Context: an optimization exercise on an open-source flow, tuned for small area and a short achievable clock period. The choices shown serve that exercise and are no tape-out recipe. RTL that was checked went through simulation tests only; none was proved equivalent to the original. Power is estimated from default activity; no workload was simulated.

// FloatingPointMultiplierSingle
module FloatingPointMultiplierSingle (clk,reset,en,inputA,inputB,result, OF);
input clk,reset,en;
input [31:0] inputA, inputB;
output reg [31:0] result;
output OF;
wire [31:0] A = inputA;
wire [31:0] B = inputB;
wire [23:0] ma = {1'b1, A[22:0]};
wire [23:0] mb = {1'b1, B[22:0]};
wire [25:0] mbx = {2'b00, mb};
wire [24:0] max1 = {1'b0, ma};       
wire [24:0] max2 = {ma, 1'b0};       
wire one0 = mb[0] ^ 1'b0;
wire two0 = (mbx[1] & ~mb[0] & ~1'b0) | (~mbx[1] & mb[0] & 1'b0);
wire neg0 = mbx[1] & ~(mb[0] & 1'b0);
wire pp1 = ((one0 & max1[0]) | (two0 & max2[0])) ^ neg0;
wire pp2 = ((one0 & max1[1]) | (two0 & max2[1])) ^ neg0;
wire pp3 = ((one0 & max1[2]) | (two0 & max2[2])) ^ neg0;
wire pp4 = ((one0 & max1[3]) | (two0 & max2[3])) ^ neg0;
wire pp5 = ((one0 & max1[4]) | (two0 & max2[4])) ^ neg0;
wire pp6 = ((one0 & max1[5]) | (two0 & max2[5])) ^ neg0;
wire pp7 = ((one0 & max1[6]) | (two0 & max2[6])) ^ neg0;
wire pp8 = ((one0 & max1[7]) | (two0 & max2[7])) ^ neg0;
wire pp9 = ((one0 & max1[8]) | (two0 & max2[8])) ^ neg0;
wire pp10 = ((one0 & max1[9]) | (two0 & max2[9])) ^ neg0;
wire pp11 = ((one0 & max1[10]) | (two0 & max2[10])) ^ neg0;
wire pp12 = ((one0 & max1[11]) | (two0 & max2[11])) ^ neg0;
wire pp13 = ((one0 & max1[12]) | (two0 & max2[12])) ^ neg0;
wire pp14 = ((one0 & max1[13]) | (two0 & max2[13])) ^ neg0;
wire pp15 = ((one0 & max1[14]) | (two0 & max2[14])) ^ neg0;
wire pp16 = ((one0 & max1[15]) | (two0 & max2[15])) ^ neg0;
wire pp17 = ((one0 & max1[16]) | (two0 & max2[16])) ^ neg0;
wire pp18 = ((one0 & max1[17]) | (two0 & max2[17])) ^ neg0;
wire pp19 = ((one0 & max1[18]) | (two0 & max2[18])) ^ neg0;
wire pp20 = ((one0 & max1[19]) | (two0 & max2[19])) ^ neg0;
wire pp21 = ((one0 & max1[20]) | (two0 & max2[20])) ^ neg0;
wire pp22 = ((one0 & max1[21]) | (two0 & max2[21])) ^ neg0;
wire pp23 = ((one0 & max1[22]) | (two0 & max2[22])) ^ neg0;
wire pp24 = ((one0 & max1[23]) | (two0 & max2[23])) ^ neg0;
wire pp25 = ((one0 & max1[24]) | (two0 & max2[24])) ^ neg0;
  ...
For scale: about 2100 cells after synthesis, ~20000 um^2 of cells after synthesis.
export LEC_CHECK = 0
export CAP_MARGIN = 20
export CORE_MARGIN = 2
export CORE_UTILIZATION = 45
export SETUP_SLACK_MARGIN = 4
export SLEW_MARGIN = 20
export TNS_END_PERCENT = 100
create_clock -name core_clock -period 11.0 [get_ports {clk}]
standard.sh (not shown) runs the stock make flow with config.mk's settings and CLKGATE_MAP_FILE= SYNTH_SCRIPT=/design/flow/synth_recipe.tcl, a recipe that flattens the netlist after the stock synthesis.
==> flow/flow/run.sh <==
#!/bin/bash
# Standard ORFS layout, except that Yosys's generic ABC pass before full-adder
# extraction is skipped (SYNTH_ARGS=-noabc), so the hand-written adder tree is
# mapped to full-adder cells without extra inverters. Registers are unchanged.
set -euo pipefail
bash standard.sh SYNTH_ARGS=-noabc finish > standard.log 2>&1
Rerun with:
==> flow/flow/run.sh (replaced) <==
#!/bin/bash
# Standard ORFS layout with two changes: Yosys's generic ABC pass before
# full-adder extraction is skipped (SYNTH_ARGS=-noabc), so the hand-written
# adder tree maps to full-adder cells without extra inverters; and the port
# buffers are buf_4 cells instead of the default delay-buffer choice.
# Registers are unchanged. ORFS writes each tool's log under orfs/logs.
set -euo pipefail
bash standard.sh SYNTH_ARGS=-noabc "BUFFER_PORTS_ARGS=-buffer_cell sky130_fd_sc_hd__buf_4" finish > standard.log 2>&1
SETUP_SLACK_MARGIN = 4.5   (was 4)
=>
- The new run ran to the end with no violations
- non-clock buffer count came out lower by 22
- via count is higher by 0.72%
- wire length rose by about 1.3%
- flip-flop and latch count does not change
- register-to-register slack stays flat
- cell count is lower by about 0.9%
- final area fell by 1.8%
Rerun with:
SETUP_SLACK_MARGIN = 4   (was 4.5)
The changed run completed without violations; synthesized area is unchanged; cell area barely changes; sequential share of layout area barely changes; combinational power stays flat; cell count stays the same; worst setup slack got worse by 360 ps; clock-buffer cell count stays the same; sequential cell count stays the same.
Function was not checked in any run of this note: the RTL went through the layout flow alone.

========
FloatingPointMultiplierSingle, a different RTL version from the one above (not shown whole).
For scale: roughly 2000 cells after synthesis, ~120 flip-flops, ~19000 µm² of cells after synthesis.
Settings: LEC_CHECK=0, CAP_MARGIN=20, CORE_MARGIN=2, CORE_UTILIZATION=45, CTS_BUF_LIST=sky130_fd_sc_hd__clkbuf_4 sky130_fd_sc_hd__clkbuf_8, SETUP_SLACK_MARGIN=5, SLEW_MARGIN=20, TNS_END_PERCENT=100; clock period 11.0 ns.
==> flow/flow/run.sh <==
#!/bin/bash
# Standard ORFS layout with two changes: Yosys's generic ABC pass before
# full-adder extraction is skipped (SYNTH_ARGS=-noabc), so the hand-written
# adder tree maps to full-adder cells without extra inverters; and the port
# buffers are buf_2 cells instead of the default delay-buffer choice.
# The timing repair aims for 5.6 ns of setup slack (SETUP_SLACK_MARGIN).
# Registers are unchanged. ORFS writes each tool's log under orfs/logs.
set -euo pipefail
bash standard.sh SYNTH_ARGS=-noabc "BUFFER_PORTS_ARGS=-buffer_cell sky130_fd_sc_hd__buf_2" SETUP_SLACK_MARGIN=5.6 finish > standard.log 2>&1
==> next run, changes <==
--- a/flow/flow/run.sh
+++ b/flow/flow/run.sh
@@ -6 +6 @@
-# The timing repair aims for 5.6 ns of setup slack (SETUP_SLACK_MARGIN).
+# The timing repair aims for 5.3 ns of setup slack (SETUP_SLACK_MARGIN).
@@ -9 +9 @@
-bash standard.sh SYNTH_ARGS=-noabc "BUFFER_PORTS_ARGS=-buffer_cell sky130_fd_sc_hd__buf_2" SETUP_SLACK_MARGIN=5.6 finish > standard.log 2>&1
+bash standard.sh SYNTH_ARGS=-noabc "BUFFER_PORTS_ARGS=-buffer_cell sky130_fd_sc_hd__buf_2" SETUP_SLACK_MARGIN=5.3 finish > standard.log 2>&1
- The changed run ran to the end with no violations
- die area stays the same
- cell area falls by a little under a tenth
- worst hold slack is better by 3.8 ps
- critical path depth stays the same
- flip-flop and latch count does not change
- via count falls by a few percent
- register-to-register slack is worse by 260 ps
- synthesized cell count stays the same
==> next run, changes <==
==> flow/flow/run.sh (replaced) <==
#!/bin/bash
# Standard ORFS layout with two changes: Yosys's generic ABC pass before
# full-adder extraction is skipped (SYNTH_ARGS=-noabc), so the hand-written
# adder tree maps to full-adder cells without extra inverters; and the port
# buffers are buf_4 cells instead of the default delay-buffer choice.
# Registers are unchanged. ORFS writes each tool's log under orfs/logs.
set -euo pipefail
bash standard.sh SYNTH_ARGS=-noabc "BUFFER_PORTS_ARGS=-buffer_cell sky130_fd_sc_hd__buf_4" finish > standard.log 2>&1
CTS_BUF_LIST = not set   (was sky130_fd_sc_hd__clkbuf_4 sky130_fd_sc_hd__clkbuf_8)
After rerunning: Total power climbs slightly. Cell area stays flat. Clock-buffer cell count climbs by 1. Synthesized cell count is unchanged. Worst setup slack gets worse by 21 ps. Routed wire length climbs by a few percent. Die area does not change. Final cell count hardly moves. Sequential power climbs slightly. Fmax drops slightly.
==> next run, changes <==
--- a/flow/flow/run.sh
+++ b/flow/flow/run.sh
@@ -5 +5 @@
-# buffers are buf_4 cells instead of the default delay-buffer choice.
+# buffers are buf_2 cells instead of the default delay-buffer choice.
@@ -8 +8 @@
-bash standard.sh SYNTH_ARGS=-noabc "BUFFER_PORTS_ARGS=-buffer_cell sky130_fd_sc_hd__buf_4" finish > standard.log 2>&1
+bash standard.sh SYNTH_ARGS=-noabc "BUFFER_PORTS_ARGS=-buffer_cell sky130_fd_sc_hd__buf_2" finish > standard.log 2>&1
CTS_BUF_LIST = sky130_fd_sc_hd__clkbuf_4 sky130_fd_sc_hd__clkbuf_8   (was not set)
Result: Maximum frequency hardly moves; utilization drops by 0.90 points; final area drops by 1.8%; via count drops by 0.52%; power drops by 2.4%; register-to-register slack gains 20 ps; first-iteration DRC count climbs by 18%; combinational power stays flat; sequential power drops by about 0.4%.
==> next run, changes <==
--- a/flow/flow/run.sh
+++ b/flow/flow/run.sh
@@ -5 +5 @@
-# buffers are buf_2 cells instead of the default delay-buffer choice.
+# buffers are buf_1 cells instead of the default delay-buffer choice.
@@ -8 +8 @@
-bash standard.sh SYNTH_ARGS=-noabc "BUFFER_PORTS_ARGS=-buffer_cell sky130_fd_sc_hd__buf_2" finish > standard.log 2>&1
+bash standard.sh SYNTH_ARGS=-noabc "BUFFER_PORTS_ARGS=-buffer_cell sky130_fd_sc_hd__buf_1" finish > standard.log 2>&1
Outcome: Non-clock buffer count is higher by 12. Power goes down slightly. Count of clock-buffer cells in the layout does not change. Sequential share of layout area hardly moves. Setup slack loses 49 ps. Register-to-register slack is better by 60 ps. Global-route usage came out higher by 0.12 points. Routed wire length hardly moves. Maximum frequency shrinks slightly. Via count is higher slightly. Final cell count goes up slightly.

========
FloatingPointMultiplierSingle, a different RTL version from the one above (not shown whole).
Size: about 2000 cells after synthesis, roughly 110 flip-flops, roughly 100 I/O pins, ~19000 um^2 of cells after synthesis.
==> flow/design.v (excerpt) <==
module FloatingPointMultiplierSingle (clk,reset,en,inputA,inputB,result, OF);
export LEC_CHECK = 0
export CAP_MARGIN = 20
export CORE_MARGIN = 2
export CORE_UTILIZATION = 60
export PLACE_DENSITY = 0.7
export SETUP_SLACK_MARGIN = 5
export SLEW_MARGIN = 20
export TNS_END_PERCENT = 100
create_clock -name core_clock -period 11.0 [get_ports {clk}]
==> flow/flow/run.sh <==
#!/bin/bash
# Standard ORFS layout with two changes: Yosys's generic ABC pass before
# full-adder extraction is skipped (SYNTH_ARGS=-noabc), so the hand-written
# adder tree maps to full-adder cells without extra inverters; and the port
# buffers are buf_4 cells instead of the default delay-buffer choice.
# Registers are unchanged. ORFS writes each tool's log under orfs/logs.
set -euo pipefail
bash standard.sh SYNTH_ARGS=-noabc "BUFFER_PORTS_ARGS=-buffer_cell sky130_fd_sc_hd__buf_4" finish > standard.log 2>&1
Change:
--- a/flow/config.mk
+++ b/flow/config.mk
@@ -8,6 +8,5 @@
 export CAP_MARGIN = 20
 export CORE_MARGIN = 2
-export CORE_UTILIZATION = 60
-export PLACE_DENSITY = 0.7
+export CORE_UTILIZATION = 45
 export SETUP_SLACK_MARGIN = 5
 export SLEW_MARGIN = 20
The changed run completed without violations.
Flip-flop and latch count does not change.
Core utilization decreases by 16 points.
Wire length went up by 2.4%.
Die area went up by 33%.
Cell area grows by 0.62%.
Setup slack degrades by 0.041 ns.
Sequential power stays flat.
Non-clock buffer count rises by 4.
Global-route usage drops by 7.9 points.
No functional check of the RTL was part of any run of this note.

========
FloatingPointMultiplierSingle, a different RTL version from the one above (not shown whole).
Size: ~110 flip-flops, ~100 I/O pins, about 19000 sq um of cells after synthesis.
==> flow/config.mk <==
export PLATFORM = sky130hd
export DESIGN_NAME = FloatingPointMultiplierSingle
export DESIGN_NICKNAME = FloatingPointMultiplierSingle
export VERILOG_FILES = /design/flow/design.v
export SDC_FILE = /design/flow/constraint.sdc
export NUM_CORES = 4
export LEC_CHECK = 0
export CAP_MARGIN = 20
export CORE_MARGIN = 2
export CORE_UTILIZATION = 45
export SETUP_SLACK_MARGIN = 4.5
export SLEW_MARGIN = 20
export TNS_END_PERCENT = 100
==> flow/constraint.sdc <==
create_clock -name core_clock -period 11.0 [get_ports {clk}]
set_input_delay 2.2000 -clock core_clock [delete_from_list [all_inputs] [get_ports {clk}]]
set_output_delay 2.2000 -clock core_clock [all_outputs]
set_load 0.01 [all_outputs]
Scripts as last shown in full above: flow/flow/run.sh
Then changed:
SETUP_SLACK_MARGIN = 5   (was 4.5)
Effect:
- die area is unchanged
- setup slack is better by 300 ps
- register-to-register slack is better by 70 ps
- global-route usage rises by 0.95 points
- total power rises by 4.9%
- final area rises by 4.7%
- via count rises by 1.7%
- final cell count rises by 1.2%
- clock skew stays flat
- sequential share of layout area falls by 0.65 points
- sequential cell count does not change

========
Setup of epsilon:
Another version of the RTL of FloatingPointMultiplierSingle (not shown whole).
For scale: roughly 1900 cells after synthesis, ~120 flip-flops, about 100 I/O pins.
Settings: LEC_CHECK=0, CAP_MARGIN=20, CORE_MARGIN=2, CORE_UTILIZATION=45, CTS_BUF_LIST=sky130_fd_sc_hd__clkbuf_4 sky130_fd_sc_hd__clkbuf_8, SETUP_SLACK_MARGIN=5, SLEW_MARGIN=20, TNS_END_PERCENT=100; clock period 11.0 ns.
==> flow/flow/run.sh <==
#!/bin/bash
# Standard ORFS layout with two changes: Yosys's generic ABC pass before
# full-adder extraction is skipped (SYNTH_ARGS=-noabc), so the hand-written
# adder tree maps to full-adder cells without extra inverters; and the port
# buffers are buf_2 cells instead of the default delay-buffer choice.
# Registers are unchanged. ORFS writes each tool's log under orfs/logs.
set -euo pipefail
bash standard.sh SYNTH_ARGS=-noabc "BUFFER_PORTS_ARGS=-buffer_cell sky130_fd_sc_hd__buf_2" finish > standard.log 2>&1
diff inputs: epsilon => gamma
# epsilon
export LEC_CHECK = 0
export CAP_MARGIN = 20
export CORE_MARGIN = 2
export CORE_UTILIZATION = 45
export CTS_BUF_LIST = sky130_fd_sc_hd__clkbuf_4 sky130_fd_sc_hd__clkbuf_8
export SETUP_SLACK_MARGIN = 5
export SLEW_MARGIN = 20
export TNS_END_PERCENT = 100
create_clock -name core_clock -period 11.0 [get_ports {clk}]
# gamma
export LEC_CHECK = 0
export CAP_MARGIN = 20
export CORE_MARGIN = 2
export CORE_UTILIZATION = 45
export CTS_BUF_LIST = sky130_fd_sc_hd__clkbuf_4
export SETUP_SLACK_MARGIN = 5
export SLEW_MARGIN = 20
export TNS_END_PERCENT = 100
create_clock -name core_clock -period 11.0 [get_ports {clk}]
==> results.txt <==
gamma vs. epsilon: hold slack went up 0.0089 ns; maximum frequency held; met1 usage went down 0.17 points; number of register bits inferred by synthesis held.

========
lane 1:
Another version of the RTL of FloatingPointMultiplierSingle (not shown whole).
Size in the first run: ~2700 cells after synthesis, roughly 110 flip-flops, about 0.024 mm² of cells after synthesis.
==> flow/design.v (excerpt) <==
module FloatingPointMultiplierSingle (clk,reset,en,inputA,inputB,result, OF);
export LEC_CHECK = 0
export CAP_MARGIN = 20
export CORE_MARGIN = 2
export CORE_UTILIZATION = 45
export SETUP_SLACK_MARGIN = 4
export SLEW_MARGIN = 20
export TNS_END_PERCENT = 100
create_clock -name core_clock -period 11.0 [get_ports {clk}]
run.sh (not shown) runs the stock make flow with config.mk's settings and CLKGATE_MAP_FILE= SYNTH_SCRIPT=/design/flow/synth_recipe.tcl, a recipe that flattens the netlist after the stock synthesis.
Stock flow here: none of the scripts above is used.
Lane 1: all stages complete, timing, DRC and antenna checks passed
> inputs changed (lane 1 -> lane 2)
- putting ABC_CLOCK_PERIOD_IN_PS at 4000 where nothing was set
- clearing SETUP_SLACK_MARGIN, which used to be 4
- clearing TNS_END_PERCENT, which used to be 100
[summary]
met2 usage of lane 1 is on par with lane 2.
Reported for lane 2 and lane 1, count of final hold-check violations turned out identical to the last digit.
Compared with lane 1, lane 2 has less setup slack.
Source of the critical timing path = inputA[0]: lane 2; source of the critical timing path = inputB[14]: lane 1
Taking lane 1 as the reference, in lane 2 ratio of final minimum period to clock period higher; global-route usage roughly the same.

==> re-timing with driven ports <==
In the flow no input, the clock included, has a driving cell. The finished layouts below were timed again as built, in two steps.
Step 1 sets driving cells, clkbuf_16 on the clock port and buf_2 on the other inputs (assumed; they add their load-dependent delay and slew).
Step 2, shift: input delay + t, output delay - t, t = (earliest + latest rising clock arrival at the registers) / 2. This alone moves slack from input paths to output paths.
Three values: ideal ports, drivers, drivers and shift; two values: the first two.
run	shift t [ns]	setup WS [ns]	worst register clock-pin slew, ns	worst slew at a driven data input, ns
the first run of note 1	0.415	4.060 / 4.084 / 3.668	0.08 / 0.08	0.05
the second run of note 1	0.414	4.663 / 4.690 / 4.276	0.09 / 0.09	0.06
the third run of note 1	0.417	4.302 / 4.331 / 3.914	0.08 / 0.08	0.05
the first run of note 2	0.508	5.190 / 5.168 / 4.660	0.10 / 0.10	0.14
the second run of note 2	0.520	5.123 / 5.108 / 4.588	0.09 / 0.09	0.08
the third run of note 2	0.483	5.102 / 5.132 / 4.649	0.07 / 0.07	0.07
the fourth run of note 2	0.506	5.120 / 5.136 / 4.630	0.10 / 0.10	0.07
the fifth run of note 2	0.502	5.071 / 5.093 / 4.591	0.10 / 0.10	0.07
the first run of note 3	0.402	4.994 / 4.999 / 4.597	0.07 / 0.07	0.07
the second run of note 3	0.410	4.953 / 4.960 / 4.550	0.09 / 0.09	0.06
the first run of note 4	0.407	4.672 / 4.695 / 4.288	0.09 / 0.09	0.09
the second run of note 4	0.408	4.974 / 4.959 / 4.551	0.09 / 0.09	0.09
epsilon	0.528	5.085 / 5.033 / 4.618	0.09 / 0.09	0.07
gamma	0.645	5.094 / 5.077 / 4.479	0.13 / 0.13	0.07
lane 1	0.413	4.080 / 4.104 / 3.690	0.09 / 0.09	0.04
lane 2	0.414	3.419 / 3.445 / 3.031	0.09 / 0.09	0.04
After both steps every run listed still meets setup and hold. For gamma, which loses most, drivers alone change the setup slack by -0.017 ns; drivers and shift together by -0.615 ns.
